Context: an optimization exercise on an open-source flow, tuned for small area, a short achievable clock period and few clock cycles per item. The choices shown serve that exercise and are no tape-out recipe. Where RTL was checked, it was by simulation tests only, not by an equivalence proof against the original.

==> flow/design.v <==
`default_nettype none
`default_nettype wire
`default_nettype none
`default_nettype wire
`default_nettype none
module pipelined_div_radix2 #(
		parameter COMB_BUSY = 0
	)(
		input wire iCLOCK,
		input wire inRESET,
		input wire iREMOVE,
		output wire oSOURCE_BUSY,
		input wire iSOURCE_VALID,
		input wire iSOURCE_SIGN,
		input wire [31:0] iSOURCE_DIVIDEND,
		input wire [31:0] iSOURCE_DIVISOR,
		input wire iOUT_BUSY,
		output wire oOUT_VALID,
		output wire [31:0] oOUT_DATA_Q,
		output wire [31:0] oOUT_DATA_R
	);
	localparam [2:0] PH_FIRST = 3'd0;
	localparam [2:0] PH_ITER  = 3'd1;
	localparam [2:0] PH_NEG1  = 3'd2;
	localparam [2:0] PH_NEG2  = 3'd3;
	localparam [2:0] PH_PSUB  = 3'd4;
	reg b_run;
	reg b_valid;
	reg [2:0] b_ph;
	reg b_post;			 
	reg b_an;			 
	reg b_bn;			 
	reg b_cin;			 
	reg [5:0] b_sa;		 
	reg [5:0] b_cnt;	 
	reg [31:0] b_r;		 
	reg [31:0] b_y;		 
	reg [31:0] b_q;		 
	wire accept = iSOURCE_VALID && !oSOURCE_BUSY && !iREMOVE;
	wire src_an = iSOURCE_SIGN && iSOURCE_DIVIDEND[31];
	wire src_bn = iSOURCE_SIGN && iSOURCE_DIVISOR[31];
	function [5:0] func_clz;
		input [31:0] v;
		integer i;
		begin
			func_clz = 6'd32;
			for(i = 0; i < 32; i = i + 1)begin
				if(v[i])begin
					func_clz = 6'd31 - i[5:0];
				end
			end
		end
	endfunction
	wire qn = b_an ^ b_bn;
	wire [5:0] first_d = b_cnt - b_sa;
	wire first_skip = first_d[5];
	wire [4:0] first_j = first_d[4:0];
	wire first_bz = (b_cnt == 6'd32) && !b_bn;
	wire ph_first = (b_ph == PH_FIRST);
	wire ph_iter = (b_ph == PH_ITER);
	wire amt_zero = qn && (ph_first || (b_ph == PH_NEG2));
	wire [4:0] sh_amt = amt_zero? 5'd0 : (ph_first? first_j : b_cnt[4:0]);
	wire [31:0] sh_y = (b_q << sh_amt) ^ {32{!b_bn}};
	wire [32:0] add_s = {1'b0, b_r} + {1'b0, b_y} + {32'd0, b_cin};
	wire step_ok = add_s[32];
	wire last_iter = (b_cnt == 6'd0);
	reg fin;
	always@* begin
		case(b_ph)
			PH_FIRST : fin = first_bz || first_skip;
			PH_ITER  : fin = last_iter && !b_an;
			PH_NEG2  : fin = b_post;
			PH_PSUB  : fin = !step_ok && !b_an;
			default  : fin = 1'b0;
		endcase
	end
	generate
		if(COMB_BUSY)begin : GEN_COMB_BUSY
			assign oSOURCE_BUSY = b_run || (b_valid && iOUT_BUSY);
		end
		else begin : GEN_REG_BUSY
			assign oSOURCE_BUSY = b_run || b_valid;
		end
	endgenerate
	always@(posedge iCLOCK or negedge inRESET)begin
		if(!inRESET)begin
			b_run <= 1'b0;
			b_valid <= 1'b0;
		end
		else if(iREMOVE)begin
			b_run <= 1'b0;
			b_valid <= 1'b0;
		end
		else if(accept)begin
			b_run <= 1'b1;
			b_valid <= 1'b0;
		end
		else if(b_run)begin
			if(fin)begin
				b_run <= 1'b0;
				b_valid <= 1'b1;
			end
		end
		else if(!iOUT_BUSY)begin
			b_valid <= 1'b0;
		end
	end
	always@(posedge iCLOCK)begin
		b_sa <= func_clz(iSOURCE_DIVIDEND);
		case(b_ph)
			PH_FIRST : b_y <= b_an? ~b_r : sh_y;
			PH_NEG1  : b_y <= ~b_r;
			PH_ITER  : b_y <= {1'b1, b_y[31:1]};
			default  : b_y <= sh_y;
		endcase
	end
	always@(posedge iCLOCK)begin
		if(accept)begin
			b_ph <= PH_FIRST;
			b_post <= 1'b0;
			b_an <= src_an;
			b_bn <= src_bn;
			b_cnt <= func_clz((iSOURCE_DIVISOR ^ {32{src_bn}}) | {31'd0, src_bn});
			b_r <= iSOURCE_DIVIDEND;
			b_q <= iSOURCE_DIVISOR;
		end
		else if(b_run)begin
			case(b_ph)
				PH_FIRST : begin
					b_cnt <= {1'b0, first_j};
					b_cin <= !b_bn;
					if(first_bz)begin
						b_q <= {{31{!b_an}}, 1'b1};
					end
					else if(first_skip)begin
						b_q <= 32'd0;
					end
					else if(b_an)begin
						b_cin <= 1'b1;
						b_r <= 32'd0;
						b_ph <= PH_NEG2;
					end
					else if(qn)begin
						b_ph <= PH_PSUB;
					end
					else begin
						b_q <= 32'd0;
						b_ph <= PH_ITER;
					end
				end
				PH_NEG1 : begin
					b_cin <= 1'b1;
					b_r <= 32'd0;
					b_ph <= PH_NEG2;
				end
				PH_NEG2 : begin
					b_r <= add_s[31:0];
					b_cin <= !b_bn;
					if(b_post)begin
						b_ph <= PH_NEG2;
					end
					else if(qn)begin
						b_ph <= PH_PSUB;
					end
					else begin
						b_q <= 32'd0;
						b_ph <= PH_ITER;
					end
				end
				PH_PSUB : begin
					if(step_ok)begin
						b_r <= add_s[31:0];
						b_q <= 32'hFFFFFFFF;
						b_ph <= PH_ITER;
					end
					else begin
						b_q <= 32'd0;
						b_post <= 1'b1;
						b_ph <= PH_NEG1;
					end
				end
				default : begin
					b_cnt <= b_cnt - 6'd1;
					b_q <= {b_q[30:0], step_ok ^ qn};
					if(step_ok)begin
						b_r <= add_s[31:0];
					end
					if(last_iter)begin
						b_post <= 1'b1;
						b_ph <= PH_NEG1;
					end
				end
			endcase
		end
	end
	assign oOUT_VALID = b_valid;
	assign oOUT_DATA_Q = b_q;
	assign oOUT_DATA_R = b_r;
endmodule
`default_nettype wire
export LEC_CHECK = 0
export ABC_AREA = 1
export CAP_MARGIN = 20
export CORE_MARGIN = 2
export CORE_UTILIZATION = 40
export SLEW_MARGIN = 20
create_clock -name core_clock -period 10.0 [get_ports {iCLOCK}]
standard.sh (not shown) runs the stock make flow with config.mk's settings and CLKGATE_MAP_FILE= SYNTH_SCRIPT=/design/flow/synth_recipe.tcl, a recipe that flattens the netlist after the stock synthesis.
==> flow/flow/run.sh <==
#!/bin/bash
cp standard.sh standard_sh.txt
export SETUP_SLACK_MARGIN=6.4
bash standard.sh > standard.log 2>&1
The starting point completed without violations.
Testbench counts at the start, summed over its fixed seeds: cycles 33,048, items 2,048.
Rerun with:
==> flow/flow/run.sh (replaced) <==
#!/bin/bash
cp standard.sh standard_sh.txt
export SETUP_SLACK_MARGIN=7.2
bash standard.sh > standard.log 2>&1
--- a/flow/config.mk
+++ b/flow/config.mk
@@ -6,5 +6,4 @@
 export NUM_CORES = 4
 export LEC_CHECK = 0
-export ABC_AREA = 1
 export CAP_MARGIN = 20
 export CORE_MARGIN = 2
After rerunning:
- flip-flop and latch count stays the same
- routed wire length went up by a quarter to a third
- fmax went down by a few percent
- via count went up by a few percent
- setup slack loses 180 ps
- worst hold slack gains 80 ps
- count of clock-buffer cells in the layout does not change
- critical path depth went down by 2
- clock skew is about the same
Rerun with:
==> flow/flow/run.sh (replaced) <==
#!/bin/bash
cp standard.sh standard_sh.txt
export SETUP_SLACK_MARGIN=6
bash standard.sh > standard.log 2>&1
The new run finished with timing, DRC and antenna clean; critical path depth is lower by 8; worst setup slack degrades by 34 ps; register-to-register slack degrades by 20 ps; design area is lower by 27%; fmax is lower by 0.88%; via count is lower by 20%.

* * *

job 6481:
// pipelined_div_radix2: RTL as listed in full above, without the edits since
Settings: LEC_CHECK=0, CAP_MARGIN=20, CORE_MARGIN=2, CORE_UTILIZATION=40, SLEW_MARGIN=20; clock period 10.0 ns.
==> flow/flow/run.sh <==
#!/bin/bash
cp standard.sh standard_sh.txt
export SETUP_SLACK_MARGIN=6.4
bash standard.sh > standard.log 2>&1
Job 6481 closes out successfully: all stages finished, all timing, DRC and antenna checks passed.
Testbench counts of job 6481, summed over its fixed seeds: cycles 33,048, items 2,048.
Setup changes, job 6481 to job 1789
-- flow/flow/run.sh --
<<< job 6481, line 3
export SETUP_SLACK_MARGIN=6.4
>>> job 1789, line 3
export SETUP_SLACK_MARGIN=6.8
Findings:
Job 1789 reached the end of the flow, and the finished layout is clean on the timing, DRC and antenna checks.
Proportion of cell area occupied by multi-input gates: lower on job 1789
Across both runs, final cell count was higher for job 1789 than for job 6481.
Between job 6481 and job 1789, the flow reports number of buffers added for setup after CTS increasing by more than 100%.
Of job 1789 and job 6481, it is job 1789 that has the higher cell area after placement.
Setup slack is higher on job 6481
Changes observed in job 1789 relative to job 6481: hold slack now sits at about the same level, via count of the routed design now sits higher, wire length of the first global-routing pass now sits higher, share of cells above drive strength 1 now sits higher, routed wire length now sits higher.

* * *

## alpha
Another version of the RTL of pipelined_div_radix2 (not shown whole).
For scale: ~120 flip-flops, roughly 140 I/O pins.
==> flow/design.v (excerpt) <==
module pipelined_div_radix2 #(
		parameter COMB_BUSY = 0
	)(
		input wire iCLOCK,
		input wire inRESET,
		input wire iREMOVE,
		output wire oSOURCE_BUSY,
		input wire iSOURCE_VALID,
		input wire iSOURCE_SIGN,
		input wire [31:0] iSOURCE_DIVIDEND,
		input wire [31:0] iSOURCE_DIVISOR,
		input wire iOUT_BUSY,
		output wire oOUT_VALID,
		output wire [31:0] oOUT_DATA_Q,
		output wire [31:0] oOUT_DATA_R
	);
export LEC_CHECK = 0
export CAP_MARGIN = 20
export CORE_MARGIN = 2
export CORE_UTILIZATION = 40
export CTS_BUF_LIST = sky130_fd_sc_hd__clkbuf_4 sky130_fd_sc_hd__clkbuf_8
export PLACE_DENSITY = 0.75
export SLEW_MARGIN = 20
create_clock -name core_clock -period 10.0 [get_ports {iCLOCK}]
==> flow/flow/run.sh <==
#!/bin/bash
cp standard.sh standard_sh.txt
export SETUP_SLACK_MARGIN=6.4
# Port buffers: the smallest buffer (resizing still upsizes where needed)
export BUFFER_PORTS_ARGS="-buffer_cell sky130_fd_sc_hd__buf_1"
bash standard.sh > standard.log 2>&1
alpha was carried through to the last stage, and its layout satisfied the timing, DRC and antenna checks.
Testbench counts of alpha, summed over its fixed seeds: cycles 33,050, items 2,048.
Input-level comparison between beta and alpha:
- PLACE_DENSITY: 0.75 -> unset
==> flow/flow/run.sh <==
#!/bin/bash
cp standard.sh standard_sh.txt
export SETUP_SLACK_MARGIN=6.2
# Port buffers: the smallest buffer (resizing still upsizes where needed)
export BUFFER_PORTS_ARGS="-buffer_cell sky130_fd_sc_hd__buf_1"
bash standard.sh > standard.log 2>&1
### Flow results
- Taking alpha as the reference, in beta number of buffers and inverters on the critical path decreased by 2 relative to the old numbers.
- beta reports its master of the slowest instance on the critical path as sky130_fd_sc_hd__nor4_1 while alpha reports sky130_fd_sc_hd__fa_2.
- Highest cell delay on the worst timing path: beta vs alpha up 0.18 ns
Edits applied to the flow inputs when going from beta to gamma:
==> flow/flow/run.sh <==
#!/bin/bash
cp standard.sh standard_sh.txt
export SETUP_SLACK_MARGIN=6.6
# Port buffers: the smallest buffer (resizing still upsizes where needed)
export BUFFER_PORTS_ARGS="-buffer_cell sky130_fd_sc_hd__buf_1"
bash standard.sh > standard.log 2>&1
==> run notes <==
[gamma] routed length on met2 rose 7.9% relative to beta
Worst setup path startpoint: iSOURCE_DIVIDEND[31] -> beta, b_cin$_DFFE_PP_ -> gamma
gamma ends up with a area growth from synthesis to layout that is 10 points higher than in beta.
Changes observed in gamma relative to beta: global-route wire length before repair shows an increase of 5.3%, flip-flop and latch share of the layout cell area shows a reduction of 2.1 points, post-route fraction of the period consumed by the critical path shows a reduction of 2.4 points, worst relative slew slack shows a reduction of 0.98 points.
> inputs changed (gamma -> delta)
- a deleted CTS_BUF_LIST that had been sky130_fd_sc_hd__clkbuf_4 sky130_fd_sc_hd__clkbuf_8
==> flow/flow/run.sh <==
#!/bin/bash
cp standard.sh standard_sh.txt
export SETUP_SLACK_MARGIN=6.4
bash standard.sh > standard.log 2>&1
--- outcome ---
gamma -> delta: multi-input logic area decreased by a few percent
Diff gamma..delta | hold slack | negligible
delta vs gamma — overall via count from detail_route dropped 273.
delta — number of buffers inserted to repair setup after CTS 3 lower, gamma as reference
On data arrival time of the critical path: delta sits below gamma.
Between gamma and delta, the difference in final clock period utilization by the worst path is negligible.
Relative to gamma, delta degrades relative slew slack.
Register-to-register slack across gamma and delta: no real change.
Non-clock buffer count went down slightly going from gamma to delta.

* * *

== run 1 ==
pipelined_div_radix2, a different RTL version from the one above (not shown whole).
Size: about 120 flip-flops, about 11,000 µm² of cells after synthesis.
==> flow/design.v (excerpt) <==
module pipelined_div_radix2 #(
		parameter COMB_BUSY = 0
	)(
		input wire iCLOCK,
		input wire inRESET,
		input wire iREMOVE,
		output wire oSOURCE_BUSY,
		input wire iSOURCE_VALID,
		input wire iSOURCE_SIGN,
		input wire [31:0] iSOURCE_DIVIDEND,
		input wire [31:0] iSOURCE_DIVISOR,
		input wire iOUT_BUSY,
		output wire oOUT_VALID,
		output wire [31:0] oOUT_DATA_Q,
		output wire [31:0] oOUT_DATA_R
	);
export LEC_CHECK = 0
export CAP_MARGIN = 20
export CORE_MARGIN = 2
export CORE_UTILIZATION = 40
export SLEW_MARGIN = 20
create_clock -name core_clock -period 10.0 [get_ports {iCLOCK}]
==> flow/flow/run.sh <==
#!/bin/bash
cp standard.sh standard_sh.txt
export SETUP_SLACK_MARGIN=6.6
bash standard.sh > standard.log 2>&1
### run 1 -> run 2
==> flow/flow/run.sh <==
#!/bin/bash
cp standard.sh standard_sh.txt
export SETUP_SLACK_MARGIN=7.2
bash standard.sh > standard.log 2>&1
Notes after the runs:
Run 2 ends up with a number of detailed-route iterations in the first pass that is 1 lower than in run 1.
Global routing usage summed across all routing layers is lower on run 1
Against run 1, run 2 comes in 0.018 ns lower on worst-case setup margin in the final layout.
Run 2: clock period minus final worst setup slack 0.018 ns above run 1
Run 2 reports a higher critical path depth than run 1 does.
Relative to run 2, the following input files were edited for run 3:
==> flow/flow/run.sh <==
#!/bin/bash
cp standard.sh standard_sh.txt
export SETUP_SLACK_MARGIN=6
bash standard.sh > standard.log 2>&1
Notes after the runs:
Re setup slack of the critical path after layout: run 2 and run 3 aren't equal, and the higher value belongs to run 3.
Total wire length after detailed routing: run 3 better than run 2
Max number of buffers and inverters on the critical path across run 2 and run 3: run 2
Compared with run 2, run 3 shows a lower via-per-instance ratio.
| total congestion overflow after global routing | run 2 vs run 3 | ≈ equal |
There was hardly any difference in register-to-register slack between run 2 and run 3.
Run 3 does better than run 2 on detailed placer's ending HPWL.
Met2 layer wire length in the routed design delta for run 3 relative to run 2: 23% lower
When the final numbers for run 2 and run 3 were put side by side, the path depth of the worst reg2reg path turned out to be greater in run 2.
Relative to run 3, the following input files were edited for run 4:
==> flow/run.sh (new file) <==
#!/bin/bash
# synth_recipe.tcl (not shown) runs the flow's synth.tcl, then flattens the netlist and writes it again
# the make line also repeats each setting of config.mk as NAME=value (left out here)
make -C /OpenROAD-flow-scripts/flow DESIGN_CONFIG=/design/flow/config.mk WORK_HOME=/design/flow/orfs CLKGATE_MAP_FILE= SYNTH_SCRIPT=/design/flow/synth_recipe.tcl finish
--- a/flow/config.mk
+++ b/flow/config.mk
@@ -10,2 +10,3 @@
 export CORE_UTILIZATION = 40
+export SETUP_SLACK_MARGIN = 5
 export SLEW_MARGIN = 20
removed: flow/flow/run.sh
removed: flow/standard.sh
Comparing run 4 and run 3, post-synthesis to final-layout area growth is lower on run 4. A worst setup path endpoint of b_y[18] is what run 4 shows, while b_y[27] belongs to run 3. Comparing run 4 and run 3, the lower critical path depth is on run 4. The hold slack in run 4 sits 0.013 ns below the value recorded for run 3. Compared run 4 vs run 3, and post-route standard cell area excluding fillers is down in run 4. Of run 4 and run 3, it is run 4 that has the lower utilization after layout. From run 3 to run 4 the numbers moved as follows: wire length -5.1%; via count fell by 248.
No functional check of the RTL was part of any run of this note.

==> separate check: timing with driven ports <==
In the flow no input, the clock included, has a driving cell. The finished layouts below were timed again as built, in two steps. Step 1: set_driving_cell puts a clkbuf_16 on iCLOCK and a buf_2 on each other input, an assumption about the parent block. Step 2 also shifts input and output timing later by t, the mid clock arrival at the registers, as if the neighbouring blocks saw the same clock. Three values: no drivers, after step 1, after step 2; two values: the first two.
| run | shift t [ns] | setup slack, ns | hold WS [ns] | slew at the worst register clock pin (ns) | worst data-port slew with drivers (ns) |
|---|---|---|---|---|---|
| the first run of note 1 | 0.484 | 6.292 / 6.280 / 5.796 | 0.483 / 0.483 / 0.483 | 0.07 / 0.07 | 0.06 |
| the second run of note 1 | 0.499 | 6.112 / 6.112 / 5.869 | 0.562 / 0.562 / 0.562 | 0.07 / 0.07 | 0.06 |
| the third run of note 1 | 0.473 | 6.078 / 6.088 / 5.636 | 0.547 / 0.547 / 0.547 | 0.07 / 0.07 | 0.04 |
| job 6481 | 0.478 | 6.359 / 6.360 / 5.883 | 0.551 / 0.551 / 0.551 | 0.06 / 0.06 | 0.06 |
| job 1789 | 0.472 | 6.161 / 6.161 / 5.942 | 0.549 / 0.549 / 0.549 | 0.06 / 0.06 | 0.05 |
| alpha | 0.499 | 6.436 / 6.436 / 5.965 | 0.524 / 0.524 / 0.524 | 0.09 / 0.09 | 0.04 |
| beta | 0.502 | 6.193 / 6.217 / 5.714 | 0.543 / 0.543 / 0.543 | 0.09 / 0.09 | 0.03 |
| gamma | 0.504 | 6.432 / 6.432 / 6.115 | 0.532 / 0.532 / 0.532 | 0.09 / 0.09 | 0.04 |
| delta | 0.473 | 6.423 / 6.406 / 5.977 | 0.535 / 0.535 / 0.535 | 0.06 / 0.06 | 0.04 |
| run 1 | 0.476 | 6.092 / 6.092 / 5.793 | 0.551 / 0.551 / 0.551 | 0.07 / 0.07 | 0.06 |
| run 2 | 0.495 | 6.074 / 6.074 / 5.673 | 0.569 / 0.569 / 0.569 | 0.07 / 0.07 | 0.07 |
| run 3 | 0.477 | 6.077 / 6.077 / 5.675 | 0.556 / 0.556 / 0.556 | 0.07 / 0.07 | 0.04 |
| run 4 | 0.478 | 5.350 / 5.350 / 4.910 | 0.543 / 0.543 / 0.543 | 0.08 / 0.08 | 0.04 |
After both steps every run listed still meets setup and hold. For the first run of note 1, which loses most, drivers alone change the setup slack by -0.012 ns; drivers and shift together by -0.496 ns.
